Source: an optimization exercise on an open RTL-to-GDS flow (aim: small area and a short achievable clock period). Production flows keep margins and buffers that such runs may drop.
Only simulation tests tie the RTL to the original design; equivalence was not proved.
Power and IR drop assume default switching activity.

File: flow/config.mk
export PLATFORM = sky130hd
export DESIGN_NAME = fpadd
export DESIGN_NICKNAME = fpadd
export VERILOG_FILES = /design/flow/design.v
export SDC_FILE = /design/flow/constraint.sdc
export NUM_CORES = 4
export LEC_CHECK = 0
export CAP_MARGIN = 20
export CORE_MARGIN = 2
export CORE_UTILIZATION = 40
export SLEW_MARGIN = 20
File: flow/constraint.sdc
create_clock -name core_clock -period 13.0 [get_ports {clk}]
set_input_delay 2.6000 -clock core_clock [delete_from_list [all_inputs] [get_ports {clk}]]
set_output_delay 2.6000 -clock core_clock [all_outputs]
set_load 0.01 [all_outputs]
File: flow/design.v
module cmpshift(e1,e2,s1,s2,m1,m2,clk,ex,ey,mx,my,s,sx1,sy1);  
input [7:0]e1,e2;
input [23:0]m1,m2;
input clk,s1,s2;
output reg[7:0]ex,ey;
output reg[23:0]mx,my;
output reg s,sx1,sy1;
reg [7:0]diff;
always@(posedge clk)
begin
sx1<=s1;
sy1<=s2;
if(e1==e2)
begin
ex<=e1+8'b10000001;
ey<=e2+8'b10000001;
mx<=m1;
my<=m2;
s<=1'b1;
end
else if(e1>e2)
begin
diff=e1-e2;
ex<=e1+8'b10000001;
ey<=e1+8'b10000001;
mx<=m1;
my<=m2>>diff;
s<=1'b1;
end
else
begin
diff=e2-e1;
ex<=e2+8'b10000001;
ey<=e2+8'b10000001;
mx<=m2;
my<=m1>>diff;
s<=1'b0;
end
end
endmodule
module buffer1(ex,ey,sx1,sy1,mx,my,s,clk,ex1,ey1,mx1,my1,sn,sn1,sn2);
input [7:0]ex,ey;
input [23:0]mx,my;
input s,clk,sx1,sy1;
output reg [7:0]ex1,ey1;
output reg [23:0]mx1,my1;
output reg sn,sn1,sn2;
always@(posedge clk)
begin
sn1<=sx1;
sn2<=sy1;
ex1<=ex;
ey1<=ey;
mx1<=mx;
my1<=my;
sn<=s;
end
endmodule
module faddsub(a,b,s1,s2,sn,ex1,clk,out,ex2,sn3,sn4,s,sr1);  
input [23:0]a,b;
input[7:0]ex1;
input s1,s2,clk,sn;
output reg [7:0]ex2;
output reg[24:0]out;
output reg s,sn3,sn4,sr1;
always@(posedge clk)
begin
ex2<=ex1;
sr1<=sn;
sn3<=s1;
sn4<=s2;
s<=s1^s2;
if(s)
begin
out<=a+b;
end
else
begin
out<=a+b;
end
end
endmodule
module buffer2(mxy1,s3,sr1,ex,sn3,sn4,clk,mxy2,ex3,sn5,sn6,s4,sr2);
input [24:0]mxy1;
input s3,clk,sr1,sn3,sn4;
input [7:0]ex;
output reg[24:0]mxy2;
output reg[7:0]ex3;
output reg s4,sn5,sn6,sr2;
always@(posedge clk)
begin
sr2<=sr1;
sn5<=sn3;
sn6<=sn4;
ex3<=ex;
mxy2<=mxy1;
s4<=s3;
end
endmodule
module normalized(mxy1,s,s1,s2,s3,clk,ex,sr,exy,mxy);
input[24:0]mxy1;
input s,s1,s2,s3,clk;
input[7:0]ex;
output reg sr;
output reg[7:0]exy;
output reg[23:0]mxy;
reg [24:0]mxy2;
reg [23:0]mxyt;
reg [7:0]exyt;
always@(posedge clk)
begin
sr<=s?s1^(mxy1[24]&s3):s2^(mxy1[24]&s3);
mxy2=(mxy1[24]&s3)?~mxy1+25'b1:mxy1;
mxyt=mxy2[24:1];
exyt=ex;
repeat(24)
begin
if(mxyt[23]==1'b0)
begin
mxyt=mxyt<<1'b1;
exyt=exyt-8'b1;
end
end
mxy<=mxyt;
exy<=exyt;
end
endmodule
module fpadd(a,b,clk,out);
input[31:0]a,b;
input clk;
output [31:0]out;
wire [7:0]e1,e2,ex,ey,exy,ex1,ey1,ex2,ex3;
wire s1,s2,s,s3,sr,sn,s4,sx1,sy1,sn1,sn2,sn3,sn4,sr1,sr2,sn5,sn6;
wire [23:0]m1,m2,mx,my,mxy,mx1,my1;
wire [24:0]mxy1,mxy2;
assign s1=a[31];
assign s2=b[31];
assign e1=a[30:23];
assign e2=b[30:23];
assign m1[23]=1'b1;
assign m2[23]=1'b1;
assign m1[22:0]=a[22:0];
assign m2[22:0]=b[22:0];
cmpshift cmp1(e1[7:0],e2[7:0],s1,s2,m1[23:0],m2[23:0],clk,ex,ey,mx,my,s,sx1,sy1);
buffer1 buff1(ex,ey,sx1,sy1,mx,my,s,clk,ex1,ey1,mx1,my1,sn,sn1,sn2);
faddsub add(mx1,my1,sn1,sn2,sn,ex1,clk,mxy1,ex2,sn3,sn4,s3,sr1);
buffer2 buff2(mxy1,s3,sr1,ex2,sn3,sn4,clk,mxy2,ex3,sn5,sn6,s4,sr2);
normalized norm(mxy2,sr2,sn5,sn6,s4,clk,ex3,sr,exy,mxy);
assign out={sr,exy,mxy[22:0]};
endmodule
File: flow/run.sh
#!/bin/bash
# synth_recipe.tcl (not shown) runs the flow's synth.tcl, then flattens the netlist and writes it again
# the make line also repeats each setting of config.mk as NAME=value (left out here)
make -C /OpenROAD-flow-scripts/flow DESIGN_CONFIG=/design/flow/config.mk WORK_HOME=/design/flow/orfs CLKGATE_MAP_FILE= SYNTH_SCRIPT=/design/flow/synth_recipe.tcl finish
==> results of run 1 <==
## final cells by class
cell class | count | area share
multi-input cells | 1844 | 0.626
flip-flops and latches | 222 | 0.216
repair buffers | 157 | 0.0689
well taps | 592 | 0.0360
clock buffers | 28 | 0.0318
inverters | 67 | 0.0122
clock inverters | 16 | 0.00972
## timing repair
item	in CTS	in global routing
setup buffers	0	5
setup endpoints to repair	0	4
gates resized for setup	0	19
hold endpoints to repair	0	0
## metrics by stage
stage	hold WS (ns)	util	power (mW)	worst slack, ns
floorplan	0.310	-	1.91	0.847
global placement	0.313	0.443	2.34	0.550
detailed placement	0.312	0.443	2.35	0.292
CTS	0.317	0.462	3.09	0.296
global route	0.324	0.466	3.31	0.00652
finish	0.315	0.466	3.10	0.603
## sequential cells by signal, summed over array words and instances, names as in the netlist, 8 cells and up
register    cells
add.out        25
cmp1.my        24
buff1.my1      24
cmp1.mx        23
norm.mxy       23
cmp1.ex         8
add.ex2         8
buff2.mxy2     25
buff1.mx1      23
norm.exy        8
buff2.ex3       8
buff1.ex1       8
## logic make-up (layout without fill, tap and decap cells)
family	Yosys count	in the layout	synth area share
and+or+nand+nor	807	807	0.230
AOI/OAI and AO/OA	660	660	0.248
DFF	222	222	0.248
buffers and inverters	189	268	0.0429
xor gates and xnor gates	167	167	0.0960
muxes	143	143	0.0880
adders and majority gates	67	67	0.0477
## cells in the final DEF, fill, tap and decap left out, types with 21 or more instances in the layout
cell,count
xor2_1,46
nor4_1,21
nand2b_1,22
xnor2_1,96
ha_1,61
o211ai_1,28
a211oi_1,49
o21ai_0,109
nor2_1,189
nand4_1,29
a21oi_1,163
a31oi_1,34
o22ai_1,21
or3_1,23
dfxtp_1,222
buf_4,61
mux2i_1,80
clkdlybuf4s50_1,96
and3_1,24
nand2_1,209
and2_1,22
o21a_1,30
nor3_1,77
clkbuf_16,24
nand3_1,63
mux2_2,55
inv_1,67
## path summary, 6_finish.rpt
kind	startpoint	to	slack [ns]
max	buff2.mxy2[14]$_DFF_P_	norm.exy[7]$_DFF_P_	0.60
min reg2reg	add.out[24]$_DFF_P_	buff2.mxy2[24]$_DFF_P_	0.31
min	add.out[24]$_DFF_P_	buff2.mxy2[24]$_DFF_P_	0.31
max reg2reg	buff2.mxy2[14]$_DFF_P_	norm.exy[7]$_DFF_P_	0.60
## where the power goes
part	switching, mW	leakage [nW]	internal [mW]
sequential	0.0744	1.86	0.814
combinational	0.913	5.56	0.584
clock	0.301	0.407	0.412
total	1.29	7.83	1.81
## layer usage
| layer | up-vias | wire length, um | global-route usage |
|---|---|---|---|
| met2 | 740 | 24900 | 0.366 |
| met1 | 8261 | 26700 | 0.346 |
| li1 | 8452 | - | - |
| met3 | 101 | 3930 | 0.0265 |
| met4 | 0 | 1520 | 0.0729 |
| met5 | - | 0 | 0 |
## critical path: cells and delay by family (launching register included)
family,cells,cell delay (ns)
adders and majority gates,14,3.89
xor gates and xnor gates,2,0.46
muxes,11,3.07
and+or+nand+nor,14,2.73
AOI/OAI and AO/OA,8,1.46
DFF,1,0.40
buffers and inverters,2,0.29
==> impl_metrics.csv, run 1 <==
group,metric,value,unit
setup_path,reg2reg_depth,51,
place,dp.cells,2877,
synthesis,synth_cell_types,114,
global_routing,antenna_found_initial,0,
clock_tree,path_clk_slew,0.07,ns
synthesis,synth_cells,2255,
layout,layout.cells.non_filler,2926,
layout,fillCellCount,4355,
synthesis,ys_ff_latch,222,
setup_path,crit_path_end_kind,"register",
job,cap_viol_max_count,0,
synthesis,ys.flop_type,"dfxtp_1",
timing,finalSetupViolCount,0,
timing,clock_skew,0.0122,ns
setup_path,worstSetupPathType,"reg -> reg",
floorplan,io_pins,97,
timing,rsz0062_at_grt,"false",
synthesis,synth_area,18000,um^2
drt,ant_nets,0,
clock_tree,cts_root_buffer,"clkbuf_16",
power_and_ir_drop,power_leakage,7.83,nW
timing,max_slew_margin,0.271,
min_path,holdCritPathClass,"reg -> reg",
global_routing,grt_max_degree,61,
timing,fmax,80.7,MHz
timing,drv_slew,0,
timing,fin_setup_tns,0,ns
timing,fin_crit,12.40,ns
synthesis,synth-async-reset-ratio,0,
place,place_area,19600,um^2
clock_tree,clk_path_buf_depth,3,
drt,dr.pass1.iters,6,
synthesis,synth_top_area_cell,"dfxtp_1",
floorplan,chipWidth,216,um
clock_tree,cts_tree,"yes",
place,place_hpwl,43.6,mm
floorplan,num_rows,77,
layout,n_antenna_cell,0,
clock_tree,htree_num_levels,1,
global_routing,grt.overflow.total,0,
synthesis,ys_warn_count,5,
layout,ff_latch_area,4440,um^2
timing,min_period_over_period,0.954,
timing,hold_viol,0,
setup_path,critPathSlowestCell,"or4_1",
synthesis,ys_top_cells_by_count,"222 x dfxtp_1, 209 x nand2_1, 190 x nor2_1, 165 x a21oi_1, 110 x o21ai_0",
clock_tree,clk_latency,0.55,ns
place,io_buffer_count,96,
setup_path,crit_fanout,8,
setup_path,start_kind,"register",
timing,worst_slew_pin_slew,1.09,ns
synthesis,post-synth-top-count-cell,"dfxtp_1",
layout,nets,2446,
global_routing,grt_pass1_wl,91.2,mm
drt,route.vias.total,17600,
run_status,outcome,"complete, no violations",
drt,first_iter_violations,1745,
setup_path,cpMostUsedCell,"ha_1",
drt,drc_errors,0,
synthesis,synth.area.top_cells,"dfxtp_1 25%, xnor2_1 4.8%, a21oi_1 4.6%, mux2i_1 4.5%, nand2_1 4.4%",
synthesis,synth_edf_count,0,
floorplan,start_util,0.406,
layout,multi_input_comb_area,12900,um^2
clock_tree,cts_made_buffers,24,
layout,syn2layout_area_growth,14.7,%
clock_tree,hold_buffers,0,
synthesis,syn_area_per_cell,7.96,um^2
setup_path,slowest_delay,0.74,ns
drt,viasPerCell,6.00,
drt,routed_wl,57.0,mm
floorplan,dieArea,46600,um^2
global_routing,grt_usage,0.238,
power_and_ir_drop,power_density,150,nW/um^2
setup_path,crit_required,13.48,ns
synthesis,yosys.area.top_type_share,0.248,
min_path,min_path_cells,0,
clock_tree,clock_sinks,222,
power_and_ir_drop,ir_drop,0.0955,mV
global_routing,first_global_vias,16600,
floorplan,fp.dieH,216,um
layout,drive_gt1_frac,0.119,
synthesis,seq_area_frac_synth,0.248,
setup_path,arrival,12.87,ns
floorplan,core_area,44200,um^2
drt,routedWlPerCell,19.5,um
synthesis,syn-num-nets,2385,
place,globalplace.congestion,1.01,
layout,stdcell_area,20600,um^2
==> run 2, diff against run 1 <==
==> flow/design.v (replaced) <==
module cmpshift(clk,a,b,ex,mx,my,sg,sx);
input clk;
input [31:0] a,b;
output reg [7:0] ex;
output reg [22:0] mx;
output reg [23:0] my;
output reg sg,sx;
wire [7:0] e1 = a[30:23];
wire [7:0] e2 = b[30:23];
wire [8:0] d12 = {1'b0,e1} - {1'b0,e2};
wire [7:0] d21 = e2 - e1;
wire ge = ~d12[8];
wire [7:0] diff = ge ? d12[7:0] : d21;
wire [23:0] ms = ge ? {1'b1,b[22:0]} : {1'b1,a[22:0]};
wire big = (|diff[7:5]) | (diff[4] & diff[3]);
wire [23:0] sh = ms >> diff[4:0];
always @(posedge clk) begin
  ex <= (ge ? e1 : e2) + 8'h81;
  mx <= ge ? a[22:0] : b[22:0];
  my <= big ? 24'd0 : sh;
  sg <= ge ? a[31] : b[31];
  sx <= a[31] ^ b[31];
end
endmodule
module faddsub(clk,ex,mx,my,sg,sx,t,ex_o,sg_o);
input clk;
input [7:0] ex;
input [22:0] mx;
input [23:0] my;
input sg,sx;
output reg [23:0] t;
output reg [7:0] ex_o;
output reg sg_o;
wire [24:0] sum = {2'b01,mx} + {1'b0,my};
wire neg = sum[24] & sx;
reg [24:0] low;
integer i;
always @* begin
  low[0] = 1'b0;
  for (i = 1; i < 25; i = i + 1)
    low[i] = low[i-1] | sum[i-1];
end
wire [24:0] m = sum ^ ({25{neg}} & low);
always @(posedge clk) begin
  t <= m[24:1];
  ex_o <= ex;
  sg_o <= sg ^ neg;
end
endmodule
module buffer2(clk,d,q);
input clk;
input [31:0] d;
output reg [31:0] q;
always @(posedge clk)
  q <= d;
endmodule
module normalized(clk,t,ex,sg,r);
input clk;
input [23:0] t;
input [7:0] ex;
input sg;
output reg [31:0] r;
wire z16 = ~|t[23:8];
wire [23:0] t1 = z16 ? {t[7:0],16'd0} : t;
wire z8 = ~|t1[23:16];
wire [23:0] t2 = z8 ? {t1[15:0],8'd0} : t1;
wire z4 = ~|t2[23:20];
wire [23:0] t3 = z4 ? {t2[19:0],4'd0} : t2;
wire z2 = ~|t3[23:22];
wire [23:0] t4 = z2 ? {t3[21:0],2'd0} : t3;
wire z1 = ~t4[23];
wire [23:0] t5 = z1 ? {t4[22:0],1'b0} : t4;
wire [4:0] lz = {z16,z8,z4,z2,z1};
always @(posedge clk)
  r <= {sg, ex - {3'd0,lz}, t5[22:0]};
endmodule
module fpadd(a,b,clk,out);
input [31:0] a,b;
input clk;
output [31:0] out;
reg [31:0] ra, rb;
always @(posedge clk) begin
  ra <= a;
  rb <= b;
end
wire [7:0] ex2;
wire [22:0] mx2;
wire [23:0] my2;
wire sg2, sx2;
cmpshift u_cmp(.clk(clk), .a(ra), .b(rb), .ex(ex2), .mx(mx2), .my(my2), .sg(sg2), .sx(sx2));
wire [23:0] t3;
wire [7:0] ex3;
wire sg3;
faddsub u_add(.clk(clk), .ex(ex2), .mx(mx2), .my(my2), .sg(sg2), .sx(sx2), .t(t3), .ex_o(ex3), .sg_o(sg3));
wire [31:0] r4;
normalized u_norm(.clk(clk), .t(t3), .ex(ex3), .sg(sg3), .r(r4));
buffer2 u_out(.clk(clk), .d(r4), .q(out));
endmodule
==> impl_metrics.csv, run 2 <==
group,metric,value,unit
drt,routed_wl,23.0,mm
global_routing,grt_pass1_wl,38.1,mm
synthesis,ys.flop_type,"dfxtp_1",
layout,n_antenna_cell,0,
floorplan,fp.dieH,164,um
floorplan,dieArea,26800,um^2
setup_path,reg2reg_depth,14,
timing,max_slew_margin,0.308,
setup_path,rrSetupSlack,8.21,ns
drt,first_iter_violations,514,
global_routing,gr-usage-met1,0.225,
layout,multi_input_comb_area,5510,um^2
floorplan,core_area,25100,um^2
timing,clock_skew,0.0110,ns
clock_tree,hold_buffers,0,
global_routing,first_global_vias,7633,
power_and_ir_drop,sw_frac_of_total,0.300,
synthesis,post-synth-top-count-cell,"dfxtp_1",
clock_tree,cts_setup_buffers,0,
timing,fin_crit,4.79,ns
power_and_ir_drop,power_density,180,nW/um^2
min_path,min_from,"u_norm.r[21]$_DFF_P_",
drt,dr.pass1.iters,5,
synthesis,synth-async-reset-ratio,0,
synthesis,ys_ff_latch,218,
timing,min_period_over_period,0.369,
setup_path,crit_required,13.45,ns
place,place_hpwl,17.5,mm
power_and_ir_drop,power.share.clock,0.335,
setup_path,crit_fanout,28,
place,globalplace.congestion,0.976,
power_and_ir_drop,p_comb_frac,0.273,
global_routing,grt_usage,0.174,
synthesis,ys_top_cells_by_count,"218 x dfxtp_1, 146 x nand2_1, 67 x a21oi_1, 62 x nor2_1, 48 x o21ai_0",
drt,ant_nets,0,
synthesis,synth_cells,1088,
setup_path,arrival,5.24,ns
global_routing,grt_max_degree,44,
synthesis,syn_area_per_cell,9.38,um^2
power_and_ir_drop,p_int,1.56,mW
layout,drive_gt1_frac,0.0885,
floorplan,chipWidth,164,um
timing,finalSetupViolCount,0,
synthesis,synth_area,10200,um^2
layout,syn2layout_area_growth,21.2,%
synthesis,ys_warn_count,5,
clock_tree,htree_num_levels,1,
global_routing,grt_busiest_layer,"met2",
timing,hold_viol,0,
global_routing,globalRouteMet2Util,0.296,
layout,layout.cells.non_filler,1516,
setup_path,worstSetupPathType,"reg -> reg",
clock_tree,path_clk_slew,0.06,ns
clock_tree,cts_root_buffer,"clkbuf_16",
drt,routedWlPerCell,15.2,um
global_routing,met3_usage,0.0263,
clock_tree,cts_made_buffers,23,
synthesis,syn-num-nets,1201,
floorplan,io_pins,97,
setup_path,timing.rr.end,"u_norm.r[29]$_DFF_P_",
synthesis,synth.area.top_cells,"dfxtp_1 43%, ha_1 5.4%, nand2_1 5.4%, mux4_2 5.3%, mux2i_1 4.5%",
setup_path,critPathBufInv,2,
layout,mostFrequentLayoutCells,"218 x dfxtp_1, 146 x nand2_1, 96 x clkdlybuf4s50_1, 67 x a21oi_1, 62 x nor2_1",
power_and_ir_drop,ir_drop,0.113,mV
setup_path,critPathSlowestCell,"inv_1",
setup_path,cp_cell_sequence,"nor4_1, a21oi_1, o21a_1, inv_1, o21ai_0, a21oi_1, nand2_1, inv_2, fa_1, nor2b_1, o21ai_0, nand2b_1, a211oi_1, xor2_1",
timing,rsz0062_at_grt,"false",
drt,viasPerCell,5.22,
synthesis,synth_cell_types,74,
timing,fin_setup_tns,0,ns
timing,worst_slew_pin_slew,1.01,ns
power_and_ir_drop,p_sw,669,uW
synthesis,synth_edf_count,0,
min_path,min_delay_worst_endpoint,"u_out.q[21]$_DFF_P_",
timing,fmax,209,MHz
setup_path,crit_path_end_kind,"register",
place,io_buffer_count,96,
clock_tree,cts_tree,"yes",
setup_path,start_kind,"register",
clock_tree,clk_latency,0.52,ns
layout,ff_latch_area,4360,um^2
setup_path,slowest_delay,0.57,ns
synthesis,synth_top_area_cell,"dfxtp_1",
clock_tree,post_cts_resized,0,
setup_path,path_delay_family,"compound AO/OA/AOI/OAI gates",
clock_tree,clock_sinks,218,
setup_path,r2r_start,"u_add.t[9]$_DFF_P_",
floorplan,start_util,0.407,
min_path,min_path_cells,0,
layout,nets,1282,
synthesis,yosys.area.top_type_share,0.428,
synthesis,seq_area_frac_synth,0.428,
job,cap_viol_max_count,0,
global_routing,antenna_found_initial,0,
layout,fillCellCount,2432,
floorplan,num_rows,58,
place,dp.cells,1473,
power_and_ir_drop,power_frac_seq,0.393,
min_path,holdCritPathClass,"reg -> reg",
drt,drc_errors,0,
global_routing,grt.overflow.total,0,
clock_tree,clk_path_buf_depth,3,
layout,final_common_cell,"dfxtp_1",
power_and_ir_drop,power_leakage,5.04,nW
drt,route.vias.total,7908,
run_status,outcome,"complete, no violations",
timing,drv_slew,0,
[run 2: cell count changes after synthesis, moves of 42 or more]
cell | before | now
xnor2_1 | 98 | 39
nor3_1 | 80 | 36
nand2_1 | 209 | 146
nor2_1 | 190 | 62
mux2_2 | 55 | 8
a21oi_1 | 165 | 67
o21ai_0 | 110 | 48
clkbuf_1 | 82 | 33
nand3_1 | 63 | 21
[run 2: logic make-up (layout without fill, tap and decap cells)]
kind of cell / after synthesis / after routing / synth area share
AOI/OAI and AO/OA: 242 / 242 / 0.156
xor gates and xnor gates: 52 / 52 / 0.0446
adders and majority gates: 48 / 48 / 0.0618
buffers and inverters: 92 / 190 / 0.0353
DFF: 218 / 218 / 0.428
muxes: 78 / 78 / 0.107
and+or+nand+nor: 358 / 358 / 0.168
[run 2: worst max path at each step]
stage	cells after the start	slack (ns)	from	end
2_1_floorplan	11	9.20	ra[28]$_DFF_P_	u_cmp.my[3]$_SDFF_PP0_
3_3_place_gp	11	8.06	ra[28]$_DFF_P_	u_cmp.my[3]$_SDFF_PP0_
3_5_place_dp	11	7.92	ra[28]$_DFF_P_	u_cmp.my[0]$_SDFF_PP0_
4_1_cts	11	7.89	ra[28]$_DFF_P_	u_cmp.my[0]$_SDFF_PP0_
5_1_grt	14	7.63	u_add.t[9]$_DFF_P_	u_norm.r[29]$_DFF_P_
6_report	14	8.21	u_add.t[9]$_DFF_P_	u_norm.r[29]$_DFF_P_
[run 2: power groups by stage]
| stage | Clock, mW | Sequential [mW] | Combinational [mW] |
|---|---|---|---|
| 2_1_floorplan | 0 | 0.879 | 0.395 |
| 3_3_place_gp | 0 | 0.888 | 0.603 |
| 3_5_place_dp | 0 | 0.889 | 0.602 |
| 4_1_cts | 0.767 | 0.875 | 0.605 |
| 5_1_grt | 0.796 | 0.888 | 0.672 |
| 6_report | 0.746 | 0.874 | 0.607 |
[run 2: routing by layer]
| layer | wire [um] | vias up | part of all wire |
|---|---|---|---|
| met5 | 0 | - | 0 |
| met2 | 10800 | 204 | 0.47 |
| met4 | 643 | 0 | 0.028 |
| met3 | 1050 | 53 | 0.046 |
| li1 | - | 4063 | - |
| met1 | 10600 | 3588 | 0.46 |
[run 2: worst register-to-register path: cells and delay by family (launching register included)]
kind                       cells  cell delay, ns
AOI/OAI and AO/OA              6            1.72
and+or+nand+nor                4            1.14
buffers and inverters          2            1.06
DFF                            1            0.33
adders and majority gates      1            0.29
xor gates and xnor gates       1            0.17
[run 2: through the flow]
stage / hold slack [ns] / util / cell area (um^2) / setup WS, ns / total power [mW]
after floorplan: 0.310 / - / 10200 / 9.20 / 1.27
after global placement: 0.311 / 0.456 / 11500 / 8.06 / 1.49
after detailed placement: 0.312 / 0.456 / 11500 / 7.92 / 1.49
after CTS: 0.325 / 0.492 / 12300 / 7.89 / 2.25
after global routing: 0.331 / 0.493 / 12400 / 7.63 / 2.36
final: 0.324 / 0.493 / 12400 / 8.21 / 2.23
[run 2: final cells by class]
class,count,share of cell area
tap,330,0.0334
sequential,218,0.353
inverter,45,0.0137
clock inverter,17,0.0234
multi-input combinational,778,0.445
timing repair buffer,103,0.0836
clock buffer,25,0.0479
==> run 3, diff against run 2 <==
--- a/flow/config.mk
+++ b/flow/config.mk
@@ -5,6 +5,7 @@
 export SDC_FILE = /design/flow/constraint.sdc
 export NUM_CORES = 4
 export LEC_CHECK = 0
+export ABC_AREA = 1
 export CAP_MARGIN = 20
 export CORE_MARGIN = 2
 export CORE_UTILIZATION = 40
==> impl_metrics.csv, run 3 <==
group,metric,value,unit
floorplan,fp.dieH,162,um
drt,drc_errors,0,
clock_tree,path_clk_slew,0.05,ns
clock_tree,post_cts_resized,0,
timing,min_period_over_period,0.373,
global_routing,grt_pass1_wl,34.4,mm
setup_path,cp-startpoint,"u_add.t[10]$_DFF_P_",
synthesis,ys_top_cells_by_count,"365 x nand2_1, 218 x dfxtp_1, 150 x inv_1, 138 x o21ai_0, 83 x nand3_1",
synthesis,seq_area_frac_synth,0.437,
timing,clock_skew,0.0151,ns
floorplan,start_util,0.410,
clock_tree,htree_num_levels,1,
place,globalplace.congestion,0.880,
power_and_ir_drop,power_density,189,nW/um^2
global_routing,grt_max_degree,94,
place,place_hpwl,16.6,mm
timing,fmax,206,MHz
floorplan,core_area,24400,um^2
layout,final_common_cell,"nand2_1",
floorplan,io_pins,97,
power_and_ir_drop,ir_drop,0.108,mV
power_and_ir_drop,p_sw,716,uW
timing,holdWs,0.322,ns
floorplan,chipWidth,162,um
min_path,holdCritPathClass,"reg -> reg",
global_routing,first_global_vias,7486,
drt,routed_wl,20.8,mm
synthesis,ys.flop_type,"dfxtp_1",
clock_tree,clock_sinks,218,
layout,syn2layout_area_growth,20.0,%
clock_tree,cts_made_buffers,24,
timing,fin_crit,4.85,ns
setup_path,start_kind,"register",
timing,max_slew_margin,0.334,
power_and_ir_drop,p_comb_frac,0.302,
floorplan,dieArea,26300,um^2
setup_path,r2r_start,"u_add.t[10]$_DFF_P_",
clock_tree,hold_buffers,0,
setup_path,arrival,5.29,ns
global_routing,grt.overflow.total,0,
place,io_buffer_count,96,
global_routing,grt_usage,0.158,
synthesis,synth_top_area_cell,"dfxtp_1",
setup_path,crit_required,13.44,ns
timing,drv_slew,0,
clock_tree,cts_setup_buffers,0,
clock_tree,cts_root_buffer,"clkbuf_16",
clock_tree,cts_tree,"yes",
synthesis,syn-num-nets,1438,
drt,first_iter_violations,395,
power_and_ir_drop,power.share.clock,0.311,
synthesis,syn_area_per_cell,7.54,um^2
setup_path,timing.rr.end,"u_norm.r[30]$_DFF_P_",
global_routing,antenna_found_initial,0,
drt,dr.pass1.iters,5,
synthesis,synth.area.top_cells,"dfxtp_1 44%, nand2_1 14%, o21ai_0 6.9%, inv_1 5.6%, ha_1 5.5%",
job,cap_viol_max_count,0,
timing,worst_slew_pin_slew,0.996,ns
setup_path,crit_path_end,"u_norm.r[30]$_DFF_P_",
timing,finalSetupViolCount,0,
drt,route.vias.total,8119,
synthesis,synth_area,9990,um^2
run_status,outcome,"complete, no violations",
synthesis,post-synth-top-count-cell,"nand2_1",
power_and_ir_drop,p_int,1.55,mW
synthesis,synth_cell_types,46,
synthesis,yosys.area.top_type_share,0.437,
timing,hold_viol,0,
drt,ant_nets,0,
clock_tree,clk_path_buf_depth,3,
clock_tree,clk_latency,0.51,ns
setup_path,crit_fanout,32,
synthesis,ys_warn_count,5,
layout,n_antenna_cell,0,
synthesis,synth_edf_count,0,
synthesis,ys_ff_latch,218,
timing,fin_setup_tns,0,ns
layout,nets,1517,
power_and_ir_drop,sw_frac_of_total,0.317,
power_and_ir_drop,power_leakage,5.69,nW
synthesis,synth_cells,1325,
min_path,min_from,"u_norm.r[12]$_DFF_P_",
drt,viasPerCell,4.65,
synthesis,synth-async-reset-ratio,0,
floorplan,num_rows,57,
timing,rsz0062_at_grt,"false",
drt,routedWlPerCell,11.9,um
setup_path,rrSetupSlack,8.15,ns
layout,fillCellCount,2478,
setup_path,reg2reg_depth,22,
power_and_ir_drop,power_frac_seq,0.387,
layout,mostFrequentLayoutCells,"365 x nand2_1, 218 x dfxtp_1, 150 x inv_1, 138 x o21ai_0, 96 x clkdlybuf4s50_1",
setup_path,crit_path_end_kind,"register",
layout,drive_gt1_frac,0.0570,
setup_path,worstSetupPathType,"reg -> reg",
[run 3: changes by cell type in the layout (fill, tap and decap cells not counted), sizes merged, moves of 14 or more]
cell	previous run	this run
a21oi	68	53
inv	50	162
mux2i	46	3
mux4	24	0
nand2	147	371
nand3	21	86
nor3	36	10
nor4	14	0
o21a	14	0
o21ai	50	153
xor2	13	29
[run 3: cells by family after synthesis]
group | count (synthesis) | synth area share
muxes | 3 | 0.00301
DFF | 218 | 0.437
buffers and inverters | 208 | 0.0850
xor gates and xnor gates | 57 | 0.0500
AOI/OAI and AO/OA | 236 | 0.128
and+or+nand+nor | 555 | 0.234
adders and majority gates | 48 | 0.0631
[run 3: final cells by class]
type / instances / area [um^2] / share of cell area
multi-input combinational: 899 / 4780 / 0.398
sequential: 218 / 4360 / 0.364
timing repair buffer: 100 / 991 / 0.0826
clock buffer: 30 / 664 / 0.0554
inverter: 161 / 607 / 0.0506
tap: 324 / 405 / 0.0338
clock inverter: 13 / 183 / 0.0152
[run 3: per-stage QoR]
stage / setup slack (ns) / instances / power, mW / area [um^2] / util
final: 8.15 / 1745 / 2.26 / 12000 / 0.492
after global routing: 7.36 / 1745 / 2.42 / 12000 / 0.492
after detailed placement: 8.14 / 1702 / 1.58 / 11100 / 0.457
after global placement: 8.25 / 1702 / 1.57 / 11100 / 0.457
after floorplan: 9.69 / 1325 / 1.34 / 9990 / -
after CTS: 8.12 / 1745 / 2.29 / 12000 / 0.492
[run 3: power by group through the flow]
| stage | combinational [mW] | sequential, mW | clock, mW |
|---|---|---|---|
| global placement | 0.685 | 0.890 | 0 |
| CTS | 0.686 | 0.879 | 0.723 |
| global route | 0.771 | 0.892 | 0.753 |
| finish | 0.682 | 0.876 | 0.703 |
| floorplan | 0.440 | 0.902 | 0 |
| detailed placement | 0.683 | 0.893 | 0 |
[run 3: layer usage]
layer | GRT usage | wire [um]
met2 | 0.294 | 10200
met3 | 0.0232 | 752
met4 | 0.0438 | 581
met5 | 0 | 0
met1 | 0.190 | 9240
[run 3: worst min path at each step]
stage / cells after the start / slack [ns] / to
floorplan: 0 / 0.31 / u_add.ex_o[0]$_DFF_P_
global placement: 0 / 0.31 / u_out.q[4]$_DFF_P_
detailed placement: 0 / 0.31 / u_add.ex_o[5]$_DFF_P_
CTS: 0 / 0.32 / u_out.q[12]$_DFF_P_
global route: 0 / 0.33 / u_norm.r[31]$_DFF_P_
finish: 0 / 0.32 / u_out.q[12]$_DFF_P_
[run 3: worst max-delay path, cell delays in order (launching register included)]
cell	delay (ns)
dfxtp_1	0.30
inv_1	0.06
nand4_1	0.10
nor2_1	0.07
nand2_4	0.12
inv_4	0.07
a21oi_1	0.19
nand2_1	0.07
nor3_1	0.14
nand2_1	0.52
o21ai_0	0.60
nor2_4	0.13
nand2_2	0.44
o21ai_4	0.12
a21oi_4	0.52
ha_1	0.31
nor2_1	0.06
a211oi_1	0.29
nor2_1	0.07
o21ai_0	0.14
nand2_1	0.10
nor3_1	0.18
xor2_1	0.15
==> run 4, diff against run 3 <==
--- a/flow/design.v
+++ b/flow/design.v
@@ -47,32 +47,38 @@
   sg_o <= sg ^ neg;
 end
 endmodule
-module buffer2(clk,d,q);
-input clk;
-input [31:0] d;
-output reg [31:0] q;
-always @(posedge clk)
-  q <= d;
-endmodule
-module normalized(clk,t,ex,sg,r);
+module buffer2(clk,t,ex,sg,q);
 input clk;
 input [23:0] t;
 input [7:0] ex;
 input sg;
-output reg [31:0] r;
+output reg [31:0] q;
+wire z4 = ~|t[23:20];
+wire [23:0] t3 = z4 ? {t[19:0],4'd0} : t;
+wire z2 = ~|t3[23:22];
+wire [23:0] t4 = z2 ? {t3[21:0],2'd0} : t3;
+wire z1 = ~t4[23];
+wire [22:0] t5 = z1 ? t4[21:0] << 1 : t4[22:0];
+always @(posedge clk)
+  q <= {sg, ex - {5'd0,z4,z2,z1}, t5};
+endmodule
+module normalized(clk,t,ex,sg,t_o,ex_o,sg_o);
+input clk;
+input [23:0] t;
+input [7:0] ex;
+input sg;
+output reg [23:0] t_o;
+output reg [7:0] ex_o;
+output reg sg_o;
 wire z16 = ~|t[23:8];
 wire [23:0] t1 = z16 ? {t[7:0],16'd0} : t;
 wire z8 = ~|t1[23:16];
 wire [23:0] t2 = z8 ? {t1[15:0],8'd0} : t1;
-wire z4 = ~|t2[23:20];
-wire [23:0] t3 = z4 ? {t2[19:0],4'd0} : t2;
-wire z2 = ~|t3[23:22];
-wire [23:0] t4 = z2 ? {t3[21:0],2'd0} : t3;
-wire z1 = ~t4[23];
-wire [23:0] t5 = z1 ? {t4[22:0],1'b0} : t4;
-wire [4:0] lz = {z16,z8,z4,z2,z1};
-always @(posedge clk)
-  r <= {sg, ex - {3'd0,lz}, t5[22:0]};
+always @(posedge clk) begin
+  t_o <= t2;
+  ex_o <= {ex[7:3] - {3'd0,z16,z8}, ex[2:0]};
+  sg_o <= sg;
+end
 endmodule
 module fpadd(a,b,clk,out);
 input [31:0] a,b;
@@ -92,7 +98,9 @@
 wire [7:0] ex3;
 wire sg3;
 faddsub u_add(.clk(clk), .ex(ex2), .mx(mx2), .my(my2), .sg(sg2), .sx(sx2), .t(t3), .ex_o(ex3), .sg_o(sg3));
-wire [31:0] r4;
-normalized u_norm(.clk(clk), .t(t3), .ex(ex3), .sg(sg3), .r(r4));
-buffer2 u_out(.clk(clk), .d(r4), .q(out));
+wire [23:0] t4;
+wire [7:0] ex4;
+wire sg4;
+normalized u_norm(.clk(clk), .t(t3), .ex(ex3), .sg(sg3), .t_o(t4), .ex_o(ex4), .sg_o(sg4));
+buffer2 u_out(.clk(clk), .t(t4), .ex(ex4), .sg(sg4), .q(out));
 endmodule
==> flow/flow/run.sh (new file) <==
#!/bin/bash
# Standard ORFS layout, with plain buffers (not delay cells) on the ports.
set -euo pipefail
export BUFFER_PORTS_ARGS="-buffer_cell sky130_fd_sc_hd__buf_2"
bash standard.sh > standard.log 2>&1
==> flow/standard.sh (new file) <==
#!/bin/bash
# synth_recipe.tcl (not shown) runs the flow's synth.tcl, then flattens the netlist and writes it again
# the make line also repeats each setting of config.mk as NAME=value (left out here)
make -C /OpenROAD-flow-scripts/flow DESIGN_CONFIG=/design/flow/config.mk WORK_HOME=/design/flow/orfs CLKGATE_MAP_FILE= SYNTH_SCRIPT=/design/flow/synth_recipe.tcl "${@:-finish}"
removed: flow/run.sh
==> impl_metrics.csv, run 4 <==
group,metric,value,unit
power_and_ir_drop,power_density,190,nW/um^2
job,cap_viol_max_count,0,
synthesis,synth.area.top_cells,"dfxtp_1 44%, nand2_1 11%, o21ai_0 6.8%, ha_1 5.5%, inv_1 5.4%",
synthesis,syn_area_per_cell,7.96,um^2
setup_path,crit_required,13.42,ns
drt,routedWlPerCell,12.0,um
clock_tree,htree_num_levels,1,
synthesis,seq_area_frac_synth,0.436,
timing,worst_slew_pin_slew,0.811,ns
floorplan,dieArea,26400,um^2
drt,route.vias.total,7817,
synthesis,post-synth-top-count-cell,"nand2_1",
clock_tree,clk_latency,0.52,ns
floorplan,start_util,0.403,
setup_path,worstSetupPathType,"reg -> reg",
layout,syn2layout_area_growth,16.0,%
layout,final_common_cell,"nand2_1",
clock_tree,clock_sinks,219,
timing,rsz0062_at_grt,"false",
synthesis,synth_area,10100,um^2
timing,finalSetupViolCount,0,
global_routing,grt_usage,0.155,
setup_path,cp-startpoint,"ra[23]$_DFF_P_",
layout,fillCellCount,2532,
timing,fin_setup_tns,0,ns
clock_tree,hold_buffers,0,
setup_path,slowest_delay,0.61,ns
setup_path,cp_cell_sequence,"inv_1, ha_1, inv_1, fa_1, inv_1, o21ai_2, nand4_1, nand2_4, buf_4, nand2_1, o21ai_1, inv_2, o21ai_0, mux2i_1, nand2_1, a21oi_1, o21ai_1, inv_1",
layout,nets,1464,
global_routing,grt_max_degree,94,
power_and_ir_drop,power_leakage,5.72,nW
place,place_hpwl,15.9,mm
setup_path,start_kind,"register",
drt,routed_wl,20.4,mm
drt,drc_errors,0,
floorplan,chipWidth,163,um
setup_path,cpMostUsedCell,"inv_1",
place,globalplace.congestion,0.946,
timing,drv_slew,0,
power_and_ir_drop,ir_drop,0.168,mV
layout,reg.largest.list,"ra x32, rb x32, u_out.q x32",
layout,drive_gt1_frac,0.148,
power_and_ir_drop,power.total,2.22,mW
setup_path,reg2reg_depth,18,
synthesis,ys_warn_count,5,
run_status,outcome,"complete, no violations",
clock_tree,path_clk_slew,0.06,ns
synthesis,synth_cell_types,52,
drt,viasPerCell,4.60,
layout,mostFrequentLayoutCells,"286 x nand2_1, 219 x dfxtp_1, 146 x inv_1, 137 x o21ai_0, 96 x buf_2",
timing,fin_crit,4.17,ns
floorplan,io_pins,97,
setup_path,arrival,4.59,ns
synthesis,yosys.area.top_type_share,0.436,
clock_tree,cts_tree,"yes",
min_path,min_path_cells,0,
synthesis,synth-async-reset-ratio,0,
synthesis,synth_cells,1264,
synthesis,syn-num-nets,1378,
synthesis,ys.flop_type,"dfxtp_1",
synthesis,synth_top_area_cell,"dfxtp_1",
drt,first_iter_violations,398,
layout,multi_input_comb_area,4880,um^2
floorplan,num_rows,58,
setup_path,crit_fanout,93,
timing,fmax,240,MHz
timing,max_slew_margin,0.456,
drt,dr.pass1.iters,5,
global_routing,antenna_found_initial,0,
layout,ff_latch_area,4380,um^2
synthesis,ys_top_cells_by_count,"287 x nand2_1, 219 x dfxtp_1, 146 x inv_1, 137 x o21ai_0, 59 x nor2_1",
floorplan,fp.dieH,163,um
global_routing,grt.overflow.total,0,
clock_tree,cts_made_buffers,25,
floorplan,core_area,25000,um^2
timing,clock_skew,0.0238,ns
drt,ant_nets,0,
setup_path,critPathSlowestCell,"buf_4",
min_path,holdCritPathClass,"reg -> reg",
synthesis,ys_ff_latch,219,
timing,min_period_over_period,0.321,
timing,hold_viol,0,
place,io_buffer_count,96,
global_routing,first_global_vias,7104,
min_path,min_from,"u_add.ex_o[0]$_DFF_P_",
setup_path,crit_path_end_kind,"register",
clock_tree,clk_path_buf_depth,3,
clock_tree,post_cts_resized,0,
clock_tree,cts_setup_buffers,0,
clock_tree,cts_root_buffer,"clkbuf_16",
synthesis,synth_edf_count,0,
setup_path,r2r_start,"ra[23]$_DFF_P_",
global_routing,grt_pass1_wl,33.7,mm
layout,n_antenna_cell,0,
run 4: metrics by stage:
stage	setup slack (ns)	instance area [um^2]	util	std cells	hold WS, ns
2_1_floorplan	10.07	10100	-	1264	0.310
3_3_place_gp	9.08	10800	0.432	1653	0.311
3_5_place_dp	8.92	10800	0.432	1653	0.312
4_1_cts	8.91	11700	0.467	1698	0.326
5_1_grt	8.43	11700	0.467	1698	0.334
6_report	8.83	11700	0.467	1698	0.326
run 4: worst max-delay path: cells and delay by family, from the launching register on:
kind	cells	cell delay, ns
AOI/OAI and AO/OA	5	1.21
adders and majority gates	2	0.38
buffers and inverters	6	1.28
DFF	1	0.35
muxes	1	0.17
and+or+nand+nor	4	0.65
run 4: power by group:
part           switching [mW]  internal, mW  total (mW)
Sequential             0.0674         0.819       0.886
Combinational           0.378         0.229       0.607
Clock                   0.279         0.448       0.727
Total                   0.724          1.50        2.22
run 4: path summary, 6_finish.rpt:
kind | slack (ns) | to
setup reg to reg | 8.83 | u_cmp.my[0]$_SDFF_PP0_
hold reg to reg | 0.33 | u_norm.ex_o[0]$_DFF_P_
setup / recovery | 8.83 | u_cmp.my[0]$_SDFF_PP0_
hold / removal | 0.33 | u_norm.ex_o[0]$_DFF_P_
run 4: cells by family (layout without fill, tap and decap cells):
group	after synthesis	count (layout)	share of synthesized area
AND/OR/NAND/NOR	443	443	0.194
AO/OA/AOI/OAI	271	271	0.146
flip-flops	219	219	0.436
buffers and inverters	200	304	0.0800
XOR/XNOR	58	58	0.0561
adder cells (fa/ha/maj)	49	49	0.0647
multiplexers	24	24	0.0239
run 4: final cells by class:
class                           count  share of cell area
Clock inverter                     16              0.0182
Sequential cell                   219               0.376
Multi-Input combinational cell    845               0.418
Inverter                          157              0.0506
Tap cell                          330              0.0354
Clock buffer                       29              0.0566
Timing Repair Buffer              102              0.0450
run 4: routing by layer:
| layer | vias up | GRT usage | part of all wire |
|---|---|---|---|
| met3 | 37 | 0.0232 | 0.041 |
| met1 | 3360 | 0.195 | 0.46 |
| li1 | 4247 | - | - |
| met5 | - | 0 | 0 |
| met2 | 173 | 0.268 | 0.47 |
| met4 | 0 | 0.0583 | 0.034 |
==> run 5, diff against run 4 <==
--- a/flow/design.v
+++ b/flow/design.v
@@ -1,24 +1,24 @@
-module cmpshift(clk,a,b,ex,mx,my,sg,sx);
+module cmpshift(clk,a,b,ge_m,ge_x,ex,mx,my,sg,sx);
 input clk;
 input [31:0] a,b;
+input ge_m,ge_x;
 output reg [7:0] ex;
 output reg [22:0] mx;
 output reg [23:0] my;
 output reg sg,sx;
 wire [7:0] e1 = a[30:23];
 wire [7:0] e2 = b[30:23];
-wire [8:0] d12 = {1'b0,e1} - {1'b0,e2};
+wire [7:0] d12 = e1 - e2;
 wire [7:0] d21 = e2 - e1;
-wire ge = ~d12[8];
-wire [7:0] diff = ge ? d12[7:0] : d21;
-wire [23:0] ms = ge ? {1'b1,b[22:0]} : {1'b1,a[22:0]};
+wire [7:0] diff = ge_x ? d12 : d21;
+wire [23:0] ms = ge_m ? {1'b1,b[22:0]} : {1'b1,a[22:0]};
 wire big = (|diff[7:5]) | (diff[4] & diff[3]);
 wire [23:0] sh = ms >> diff[4:0];
 always @(posedge clk) begin
-  ex <= (ge ? e1 : e2) + 8'h81;
-  mx <= ge ? a[22:0] : b[22:0];
+  ex <= (ge_x ? e1 : e2) + 8'h81;
+  mx <= ge_x ? a[22:0] : b[22:0];
   my <= big ? 24'd0 : sh;
-  sg <= ge ? a[31] : b[31];
+  sg <= ge_x ? a[31] : b[31];
   sx <= a[31] ^ b[31];
 end
 endmodule
@@ -53,14 +53,14 @@
 input [7:0] ex;
 input sg;
 output reg [31:0] q;
-wire z4 = ~|t[23:20];
-wire [23:0] t3 = z4 ? {t[19:0],4'd0} : t;
-wire z2 = ~|t3[23:22];
-wire [23:0] t4 = z2 ? {t3[21:0],2'd0} : t3;
-wire z1 = ~t4[23];
-wire [22:0] t5 = z1 ? t4[21:0] << 1 : t4[22:0];
+wire [7:0] h = t[23:16];
+wire [2:0] lz;
+assign lz[2] = ~|h[7:4];
+assign lz[1] = lz[2] ? ~|h[3:2] : ~|h[7:6];
+assign lz[0] = lz[2] ? (lz[1] ? ~h[1] : ~h[3]) : (lz[1] ? ~h[5] : ~h[7]);
+wire [23:0] tn = t << lz;
 always @(posedge clk)
-  q <= {sg, ex - {5'd0,z4,z2,z1}, t5};
+  q <= {sg, ex - {5'd0,lz}, tn[22:0]};
 endmodule
 module normalized(clk,t,ex,sg,t_o,ex_o,sg_o);
 input clk;
@@ -85,15 +85,18 @@
 input clk;
 output [31:0] out;
 reg [31:0] ra, rb;
+reg ge_m, ge_x;
 always @(posedge clk) begin
   ra <= a;
   rb <= b;
+  ge_m <= a[30:23] >= b[30:23];
+  ge_x <= ~(b[30:23] > a[30:23]);
 end
 wire [7:0] ex2;
 wire [22:0] mx2;
 wire [23:0] my2;
 wire sg2, sx2;
-cmpshift u_cmp(.clk(clk), .a(ra), .b(rb), .ex(ex2), .mx(mx2), .my(my2), .sg(sg2), .sx(sx2));
+cmpshift u_cmp(.clk(clk), .a(ra), .b(rb), .ge_m(ge_m), .ge_x(ge_x), .ex(ex2), .mx(mx2), .my(my2), .sg(sg2), .sx(sx2));
 wire [23:0] t3;
 wire [7:0] ex3;
 wire sg3;
--- a/flow/config.mk
+++ b/flow/config.mk
@@ -9,4 +9,5 @@
 export CAP_MARGIN = 20
 export CORE_MARGIN = 2
 export CORE_UTILIZATION = 40
+export CTS_BUF_LIST = sky130_fd_sc_hd__clkbuf_4
 export SLEW_MARGIN = 20
==> impl_metrics.csv, run 5 <==
group,metric,value,unit
run_status,outcome,"complete, no violations",
setup_path,path_depth,1,
setup_path,worstSetupPathType,"reg -> out",
global_routing,grt.overflow.total,0,
setup_path,path_delay_family,"flip-flops",
place,preCtsSetupSlack,9.37,ns
setup_path,critPathBufInv,1,
synthesis,synth_cells,1259,
layout,final_common_cell,"nand2_1",
synthesis,ys.flop_type,"dfxtp_1",
setup_path,start_kind,"register",
layout,syn2layout_area_growth,14.1,%
timing,fin_setup_tns,0,ns
global_routing,antenna_found_initial,1,
setup_path,crit_required,10.40,ns
timing,worst_slew_pin_slew,0.918,ns
drt,ant_nets,0,
layout,reg.largest.list,"ra x32, rb x32, u_out.q x32",
setup_path,reg2reg_depth,8,
setup_path,r2r_start,"ge_m$_DFF_P_",
clock_tree,cts_setup_buffers,0,
place,place_hpwl,16.1,mm
floorplan,start_util,0.404,
drt,met1_length,9.27,mm
floorplan,core_area,25000,um^2
layout,final_core_util,0.461,
timing,finalSetupViolCount,0,
clock_tree,cts_root_buffer,"clkbuf_4",
timing,rsz0062_at_grt,"false",
global_routing,grt_pass1_wl,34.5,mm
clock_tree,clk_path_buf_depth,3,
global_routing,first_global_vias,7581,
drt,drc_errors,0,
global_routing,grt_max_degree,69,
drt,first_iter_violations,375,
clock_tree,clk_latency,0.69,ns
floorplan,dieArea,26500,um^2
synthesis,seq_area_frac_synth,0.437,
clock_tree,path_clk_slew,0.07,ns
timing,holdWs,0.309,ns
synthesis,yosys.area.top_type_share,0.437,
place,io_buffer_count,96,
layout,mostFrequentLayoutCells,"310 x nand2_1, 219 x dfxtp_1, 133 x o21ai_0, 131 x inv_1, 96 x buf_2",
clock_tree,cts_made_buffers,56,
global_routing,grt_usage,0.158,
setup_path,critPathSlowestCell,"dfxtp_1",
setup_path,crit_path_end_kind,"output pin",
layout,fillCellCount,2628,
synthesis,synth_area,10100,um^2
timing,fin_crit,3.72,ns
floorplan,io_pins,97,
job,cap_viol_max_count,0,
drt,routed_wl,20.9,mm
synthesis,synth_edf_count,0,
min_path,min_from,"u_cmp.ex[4]$_DFF_P_",
timing,hold_viol,0,
setup_path,cp_cell_sequence,"buf_2",
min_path,holdCritPathClass,"reg -> reg",
floorplan,num_rows,58,
clock_tree,hold_buffers,0,
timing,min_period_over_period,0.286,
drt,viasPerCell,4.66,
synthesis,synth_cell_types,55,
place,globalplace.congestion,0.896,
power_and_ir_drop,power_leakage,5.65,nW
layout,drive_gt1_frac,0.162,
setup_path,rrSetupSlack,9.51,ns
clock_tree,post_cts_resized,0,
synthesis,post-synth-top-count-cell,"nand2_1",
synthesis,syn-num-nets,1380,
setup_path,cp-startpoint,"u_out.q[30]$_DFF_P_",
power_and_ir_drop,power_density,174,nW/um^2
synthesis,ys_warn_count,5,
synthesis,synth.area.top_cells,"dfxtp_1 44%, nand2_1 12%, o21ai_0 6.6%, ha_1 6.3%, inv_1 4.9%",
drt,top_layer,"met4",
synthesis,ys_ff_latch,220,
drt,route.vias.total,8114,
floorplan,chipWidth,163,um
synthesis,ys_top_cells_by_count,"310 x nand2_1, 220 x dfxtp_1, 134 x o21ai_0, 131 x inv_1, 58 x nor2_1",
drt,met3_length,1.10,mm
clock_tree,cts_tree,"yes",
setup_path,slowest_delay,0.31,ns
min_path,min_path_cells,0,
timing,clock_skew,0.0789,ns
setup_path,crit_fanout,1,
timing,drv_slew,0,
power_and_ir_drop,ir_drop,0.105,mV
clock_tree,htree_num_levels,2,
synthesis,syn_area_per_cell,8.01,um^2
drt,dr.pass1.iters,5,
timing,max_slew_margin,0.388,
layout,nets,1496,
drt,routed-wl-met2,9.94,mm
synthesis,synth-async-reset-ratio,0,
timing,fmax,269,MHz
timing,fin_ws,9.28,ns
clock_tree,clock_sinks,220,
drt,routedWlPerCell,12.0,um
synthesis,synth_top_area_cell,"dfxtp_1",
setup_path,arrival,1.12,ns
floorplan,fp.dieH,163,um
==> run 5: cell types whose count changed after synthesis, moves of 7 or more <==
cell	delta
clkbuf_1	+9
nand3_1	+15
nand2_1	+23
o21ai_1	-40
mux2i_1	+10
inv_1	-15
a21oi_1	+9
o21a_1	+7
o211ai_1	-8
ha_1	+7
==> run 5: final cells by class <==
class / count / area [um^2] / share of cell area
timing repair buffer: 101 / 518 / 0.0450
clock inverter: 22 / 124 / 0.0108
multi-input combinational: 857 / 4980 / 0.433
antenna: 2 / 5.00 / 0.000435
sequential: 220 / 4410 / 0.383
inverter: 139 / 522 / 0.0454
clock buffer: 72 / 541 / 0.0470
tap: 330 / 413 / 0.0359
==> run 5: cells by family after synthesis <==
| family | after synthesis | share of synthesized area |
|---|---|---|
| AOI/OAI and AO/OA | 232 | 0.125 |
| xor gates and xnor gates | 59 | 0.0538 |
| adders and majority gates | 56 | 0.0732 |
| buffers and inverters | 182 | 0.0700 |
| DFF | 220 | 0.437 |
| muxes | 34 | 0.0337 |
| and+or+nand+nor | 476 | 0.208 |
==> run 5: final timing paths <==
kind,endpoint
max,out[30]
min,u_add.ex_o[4]$_DFF_P_
max reg2reg,u_cmp.my[3]$_SDFF_PP0_
min reg2reg,u_add.ex_o[4]$_DFF_P_
==> run 5: layer usage <==
metal	track usage	up-vias
li1	-	4327
met1	0.188	3535
met2	0.275	203
met3	0.0357	49
met4	0.0652	0
met5	0	-
==> run 5: where the power goes <==
part	switching (mW)	internal (mW)	leakage, nW
logic	0.367	0.220	3.41
clock network	0.267	0.279	0.394
registers	0.0580	0.812	1.85
total	0.692	1.31	5.65
==> run 5: metrics by stage <==
stage / instances / power, mW / cell area [um^2]
5_1_grt: 1743 / 2.16 / 11500
3_3_place_gp: 1647 / 1.47 / 10800
6_report: 1743 / 2.00 / 11500
3_5_place_dp: 1647 / 1.47 / 10800
4_1_cts: 1741 / 2.03 / 11500
2_1_floorplan: 1259 / 1.30 / 10100
==> run 6, diff against run 5 <==
--- a/flow/config.mk
+++ b/flow/config.mk
@@ -9,5 +9,5 @@
 export CAP_MARGIN = 20
 export CORE_MARGIN = 2
 export CORE_UTILIZATION = 40
-export CTS_BUF_LIST = sky130_fd_sc_hd__clkbuf_4
+export CTS_BUF_LIST = sky130_fd_sc_hd__clkbuf_8
 export SLEW_MARGIN = 20
==> impl_metrics.csv, run 6 <==
group,metric,value,unit
place,dp.cells,1647,
drt,routedWlPerCell,12.1,um
clock_tree,path_clk_slew,0.06,ns
layout,layout.cells.non_filler,1713,
layout,nets,1477,
synthesis,yosys.area.top_type_share,0.437,
global_routing,met3_usage,0.0293,
synthesis,syn_area_per_cell,8.01,um^2
layout,n_antenna_cell,0,
synthesis,ys_warn_count,5,
clock_tree,htree_num_levels,2,
floorplan,fp.dieH,163,um
synthesis,synth_area,10100,um^2
clock_tree,hold_buffers,0,
timing,worst_slew_pin_slew,0.912,ns
floorplan,dieArea,26500,um^2
setup_path,crit_path_end_kind,"output pin",
floorplan,num_rows,58,
synthesis,synth_edf_count,0,
setup_path,slowest_delay,0.31,ns
global_routing,grt_max_degree,69,
setup_path,arrival,0.94,ns
global_routing,gr-usage-met1,0.191,
synthesis,synth_top_area_cell,"dfxtp_1",
floorplan,start_util,0.404,
clock_tree,cts_setup_buffers,0,
timing,fmax,283,MHz
timing,min_period_over_period,0.272,
min_path,holdCritPathClass,"reg -> reg",
global_routing,grt.overflow.total,0,
layout,syn2layout_area_growth,15.7,%
power_and_ir_drop,power.share.clock,0.314,
clock_tree,cts_root_buffer,"clkbuf_8",
global_routing,antenna_found_initial,0,
power_and_ir_drop,p_sw,692,uW
setup_path,critPathSlowestCell,"dfxtp_1",
layout,reg.largest.list,"ra x32, rb x32, u_out.q x32",
clock_tree,clk_latency,0.52,ns
clock_tree,cts_made_buffers,37,
clock_tree,clk_path_buf_depth,3,
setup_path,path_delay_family,"flip-flops",
layout,drive_gt1_frac,0.149,
setup_path,cp_cell_sequence,"buf_2",
timing,clock_skew,0.0203,ns
synthesis,post-synth-top-count-cell,"nand2_1",
synthesis,synthAdderAreaFrac,0.0732,
synthesis,synthMuxAreaShare,0.0337,
place,preCtsSetupSlack,9.37,ns
clock_tree,clock_sinks,220,
synthesis,synth-async-reset-ratio,0,
place,globalplace.congestion,0.896,
synthesis,synth.area.top_cells,"dfxtp_1 44%, nand2_1 12%, o21ai_0 6.6%, ha_1 6.3%, inv_1 4.9%",
power_and_ir_drop,power_frac_seq,0.410,
setup_path,worstSetupPathType,"reg -> out",
drt,routed_wl,20.7,mm
drt,route.vias.total,7956,
timing,fin_crit,3.54,ns
setup_path,critPathBufInv,1,
drt,drc_errors,0,
drt,first_iter_violations,390,
synthesis,synth_top_family_by_area,"simple AND/OR/NAND/NOR gates",
setup_path,start_kind,"register",
place,io_buffer_count,96,
job,cap_viol_max_count,0,
drt,ant_nets,0,
setup_path,crit_fanout,1,
drt,viasPerCell,4.64,
timing,hold_viol,0,
timing,fin_setup_tns,0,ns
global_routing,first_global_vias,7412,
floorplan,io_pins,97,
clock_tree,post_cts_resized,0,
power_and_ir_drop,p_comb_frac,0.276,
place,place_hpwl,16.1,mm
power_and_ir_drop,sw_frac_of_total,0.326,
drt,dr.pass1.iters,6,
timing,rsz0062_at_grt,"false",
synthesis,synth-simple-area-share,0.208,
run_status,outcome,"complete, no violations",
layout,final_core_util,0.467,
floorplan,chipWidth,163,um
timing,fin_ws,9.46,ns
power_and_ir_drop,p_int,1.43,mW
synthesis,seq_area_frac_synth,0.437,
synthesis,ys.flop_type,"dfxtp_1",
synthesis,ys_top_cells_by_count,"310 x nand2_1, 220 x dfxtp_1, 134 x o21ai_0, 131 x inv_1, 58 x nor2_1",
global_routing,grt_usage,0.156,
synthesis,synthXorXnorAreaFrac,0.0538,
layout,mostFrequentLayoutCells,"310 x nand2_1, 219 x dfxtp_1, 138 x inv_1, 133 x o21ai_0, 96 x buf_2",
power_and_ir_drop,power_density,182,nW/um^2
global_routing,grt_busiest_layer,"met2",
synthesis,ys_ff_latch,220,
global_routing,globalRouteMet2Util,0.275,
floorplan,core_area,25000,um^2
power_and_ir_drop,power_leakage,5.71,nW
timing,max_slew_margin,0.392,
synthesis,syn-num-nets,1380,
global_routing,grt_pass1_wl,34.1,mm
synthesis,synth_cell_types,55,
synthesis,synth-compound-area-share,0.125,
layout,final_common_cell,"nand2_1",
timing,finalSetupViolCount,0,
synthesis,synth_cells,1259,
power_and_ir_drop,ir_drop,0.0878,mV
clock_tree,cts_tree,"yes",
setup_path,crit_required,10.40,ns
timing,drv_slew,0,
[run 6: metal layers]
| layer | wire (um) | share of wire |
|---|---|---|
| met4 | 475 | 0.023 |
| met1 | 9370 | 0.45 |
| met5 | 0 | 0 |
| met2 | 9900 | 0.48 |
| met3 | 911 | 0.044 |
[run 6: cells by family after synthesis]
| family | Yosys count |
|---|---|
| fa+ha+maj | 56 |
| compound gates | 232 |
| buf+inv | 182 |
| flops | 220 |
| simple gates | 476 |
| xor+xnor | 59 |
| mux | 34 |
[run 6: cell type report]
cell class | count | area (um^2)
clock buffers | 46 | 633
clock inverters | 20 | 200
fillers | 2595 | 13300
inverters | 139 | 522
multi-input cells | 857 | 4980
flip-flops and latches | 220 | 4410
well taps | 330 | 413
repair buffers | 101 | 518
[run 6: path summary, 6_finish.rpt]
path / startpoint / end / slack, ns / depth (start not counted)
worst max-delay path: u_out.q[30]$_DFF_P_ / out[30] / 9.46 / 1
worst max register to register: u_add.t[17]$_DFF_P_ / u_norm.ex_o[7]$_DFF_P_ / 9.53 / 13
worst min-delay path: u_norm.sg_o$_DFF_P_ / u_out.q[31]$_DFF_P_ / 0.32 / 0
worst min register to register: u_norm.sg_o$_DFF_P_ / u_out.q[31]$_DFF_P_ / 0.32 / 0
[run 6: power by group through the flow]
stage          sequential [mW]  clock, mW  combinational [mW]
2_1_floorplan            0.891          0               0.413
3_3_place_gp             0.885          0               0.585
3_5_place_dp             0.886          0               0.587
4_1_cts                  0.872      0.692               0.589
5_1_grt                  0.884      0.723               0.667
6_report                 0.871      0.668               0.587
[run 6: stage by stage]
| step | total power [mW] | cell area, um^2 | hold slack, ns |
|---|---|---|---|
| 6_report | 2.13 | 11700 | 0.324 |
| 5_1_grt | 2.27 | 11700 | 0.330 |
| 4_1_cts | 2.15 | 11700 | 0.321 |
| 3_5_place_dp | 1.47 | 10800 | 0.312 |
| 3_3_place_gp | 1.47 | 10800 | 0.311 |
| 2_1_floorplan | 1.30 | 10100 | 0.310 |
==> run 7, diff against run 6 <==
--- a/flow/config.mk
+++ b/flow/config.mk
@@ -9,5 +9,6 @@
 export CAP_MARGIN = 20
 export CORE_MARGIN = 2
 export CORE_UTILIZATION = 40
-export CTS_BUF_LIST = sky130_fd_sc_hd__clkbuf_8
+export CTS_CLUSTER_DIAMETER = 200
+export CTS_CLUSTER_SIZE = 30
 export SLEW_MARGIN = 20
==> impl_metrics.csv, run 7 <==
group,metric,value,unit
setup_path,r2r_start,"u_norm.t_o[21]$_DFF_P_",
floorplan,core_area,25000,um^2
clock_tree,htree_num_levels,1,
synthesis,syn_area_per_cell,8.01,um^2
synthesis,synth_top_family_by_area,"simple AND/OR/NAND/NOR gates",
drt,routed_wl,20.3,mm
synthesis,synthXorXnorAreaFrac,0.0538,
synthesis,synth_area,10100,um^2
timing,max_slew_margin,0.387,
drt,drc_errors,0,
synthesis,syn-num-nets,1380,
clock_tree,post_cts_resized,0,
setup_path,critPathBufInv,1,
min_path,holdCritPathClass,"reg -> reg",
floorplan,io_pins,97,
synthesis,synth_edf_count,0,
drt,route.vias.total,7789,
power_and_ir_drop,power_leakage,5.40,nW
global_routing,grt_max_degree,69,
global_routing,antenna_found_initial,0,
layout,drive_gt1_frac,0.120,
synthesis,post-synth-top-count-cell,"nand2_1",
setup_path,critPathSlowestCell,"dfxtp_1",
global_routing,first_global_vias,7184,
layout,mostFrequentLayoutCells,"310 x nand2_1, 219 x dfxtp_1, 133 x o21ai_0, 131 x inv_1, 96 x buf_2",
setup_path,crit_required,10.40,ns
place,globalplace.congestion,0.896,
setup_path,arrival,0.91,ns
drt,dr.pass1.iters,5,
layout,reg.largest.list,"ra x32, rb x32, u_out.q x32",
clock_tree,cts_made_buffers,11,
timing,fin_crit,3.51,ns
synthesis,synthMuxAreaShare,0.0337,
setup_path,worstSetupPathType,"reg -> out",
clock_tree,hold_buffers,0,
layout,nets,1451,
min_path,min_from,"u_add.ex_o[0]$_DFF_P_",
layout,syn2layout_area_growth,10.3,%
timing,min_period_over_period,0.270,
synthesis,synth-async-reset-ratio,0,
clock_tree,clock_sinks,220,
synthesis,synth-simple-area-share,0.208,
setup_path,crit_fanout,1,
run_status,outcome,"complete, no violations",
setup_path,path_delay_family,"flip-flops",
timing,hold_viol,0,
drt,routedWlPerCell,12.2,um
timing,drv_slew,0,
setup_path,cp_cell_sequence,"buf_2",
floorplan,num_rows,58,
setup_path,slowest_delay,0.33,ns
drt,first_iter_violations,359,
timing,finalSetupViolCount,0,
setup_path,timing.rr.end,"u_out.q[30]$_DFF_P_",
drt,viasPerCell,4.69,
clock_tree,cts_root_buffer,"clkbuf_16",
clock_tree,cts_tree,"yes",
timing,rsz0062_at_grt,"false",
place,dp.cells,1647,
setup_path,rrSetupSlack,9.53,ns
layout,stdcell_area,11100,um^2
synthesis,synth_top_area_cell,"dfxtp_1",
setup_path,reg2reg_depth,14,
layout,final_common_cell,"nand2_1",
place,place_hpwl,16.1,mm
synthesis,seq_area_frac_synth,0.437,
clock_tree,cts_setup_buffers,0,
synthesis,ys_top_cells_by_count,"310 x nand2_1, 220 x dfxtp_1, 134 x o21ai_0, 131 x inv_1, 58 x nor2_1",
floorplan,chipWidth,163,um
synthesis,yosys.area.top_type_share,0.437,
power_and_ir_drop,ir_drop,0.122,mV
job,cap_viol_max_count,0,
power_and_ir_drop,power_density,164,nW/um^2
synthesis,ys.flop_type,"dfxtp_1",
synthesis,ys_warn_count,5,
synthesis,synth_cell_types,55,
global_routing,grt_pass1_wl,33.6,mm
floorplan,fp.dieH,163,um
min_path,min_path_cells,0,
setup_path,start_kind,"register",
drt,ant_nets,0,
clock_tree,clk_path_buf_depth,3,
layout,layout.cells.non_filler,1659,
timing,worst_slew_pin_slew,0.920,ns
global_routing,grt_usage,0.153,
timing,fin_setup_tns,0,ns
synthesis,ys_ff_latch,220,
layout,fillCellCount,2624,
synthesis,synthAdderAreaFrac,0.0732,
place,io_buffer_count,96,
floorplan,start_util,0.404,
floorplan,dieArea,26500,um^2
synthesis,synth-compound-area-share,0.125,
global_routing,grt.overflow.total,0,
clock_tree,path_clk_slew,0.10,ns
synthesis,synth.area.top_cells,"dfxtp_1 44%, nand2_1 12%, o21ai_0 6.6%, ha_1 6.3%, inv_1 4.9%",
timing,fmax,285,MHz
setup_path,crit_path_end_kind,"output pin",
min_path,min_delay_worst_endpoint,"u_norm.ex_o[0]$_DFF_P_",
layout,n_antenna_cell,0,
timing,clock_skew,0.0186,ns
place,place_area,10800,um^2
clock_tree,clk_latency,0.47,ns
synthesis,synth_cells,1259,
## run 7: worst max path at each step
stage | depth (start not counted) | endpoint | slack [ns] | from
3_5_place_dp | 8 | ge_m$_DFF_P_ | 9.37 | a[24]
3_3_place_gp | 8 | ge_m$_DFF_P_ | 9.36 | a[24]
4_1_cts | 1 | out[10] | 9.46 | u_out.q[10]$_DFF_P_
5_1_grt | 14 | u_out.q[30]$_DFF_P_ | 9.13 | u_norm.t_o[21]$_DFF_P_
6_report | 1 | out[24] | 9.49 | u_out.q[24]$_DFF_P_
2_1_floorplan | 7 | ge_m$_DFF_P_ | 9.58 | a[26]
## run 7: layout make-up
type	count	area [um^2]	area share
Inverter	139	522	0.0469
Tap cell	330	413	0.0371
Timing Repair Buffer	101	518	0.0465
Clock inverter	1	20.0	0.00180
Multi-Input combinational cell	857	4980	0.447
Sequential cell	220	4410	0.396
Clock buffer	11	275	0.0247
## run 7: layer usage
metal  track usage  wire length (um)  vias to the layer above
li1              -                 -                     4187
met1         0.192              9340                     3403
met2         0.275              9710                      162
met3        0.0181               726                       37
met4        0.0455               507                        0
met5             0                 0                        -
## run 7: logic make-up after synthesis
| family | Yosys count |
|---|---|
| mux | 34 |
| simple gates | 476 |
| compound gates | 232 |
| xor+xnor | 59 |
| buf+inv | 182 |
| fa+ha+maj | 56 |
| flops | 220 |
## run 7: power breakdown
group	internal [mW]	switching, mW	total, mW
Sequential	0.811	0.0577	0.869
Clock	0.158	0.208	0.365
Combinational	0.220	0.368	0.588
## run 7: per-stage QoR
step	power, mW	hold slack, ns	worst slack [ns]	util
floorplan	1.30	0.310	9.58	-
global placement	1.47	0.311	9.36	0.434
detailed placement	1.47	0.312	9.37	0.434
CTS	1.84	0.337	9.46	0.446
global route	1.96	0.343	9.13	0.446
finish	1.82	0.336	9.49	0.446

==> port drivers added, routing unchanged <==
How much do the figures lean on ideal ports? The routed layouts below were timed once more, with nothing changed but the port constraints.
Step 1: set_driving_cell puts a clkbuf_16 on clk and a buf_2 on each other input, an assumption about the parent block.
Step 2 also shifts input and output timing later by t, the mid clock arrival at the registers, as if the neighbouring blocks saw the same clock.
Three values: ideal ports, drivers, drivers and shift; two values: the first two.
| run | shift t [ns] | setup slack, ns | worst setup path at the end | worst register clock-pin slew, ns | worst slew at a driven data input, ns |
|---|---|---|---|---|---|
| run 1 | 0.589 | 0.603 / 0.603 / 0.603 | register to register | 0.07 / 0.07 | 0.04 |
| run 2 | 0.559 | 8.209 / 8.209 / 8.209 | register to register | 0.07 / 0.07 | 0.04 |
| run 3 | 0.554 | 8.150 / 8.150 / 8.150 | register to register | 0.06 / 0.06 | 0.05 |
| run 4 | 0.558 | 8.831 / 8.831 / 8.831 | register to register | 0.06 / 0.06 | 0.04 |
| run 5 | 0.690 | 9.278 / 9.236 / 9.388 | input to register | 0.07 / 0.07 | 0.03 |
| run 6 | 0.550 | 9.460 / 9.417 / 9.368 | input to register | 0.07 / 0.07 | 0.03 |
| run 7 | 0.510 | 9.492 / 9.442 / 9.387 | input to register | 0.11 / 0.11 | 0.03 |
After both steps every run listed still meets setup and hold. For run 7, which loses most, drivers alone change the setup slack by -0.050 ns; drivers and shift together by -0.105 ns.
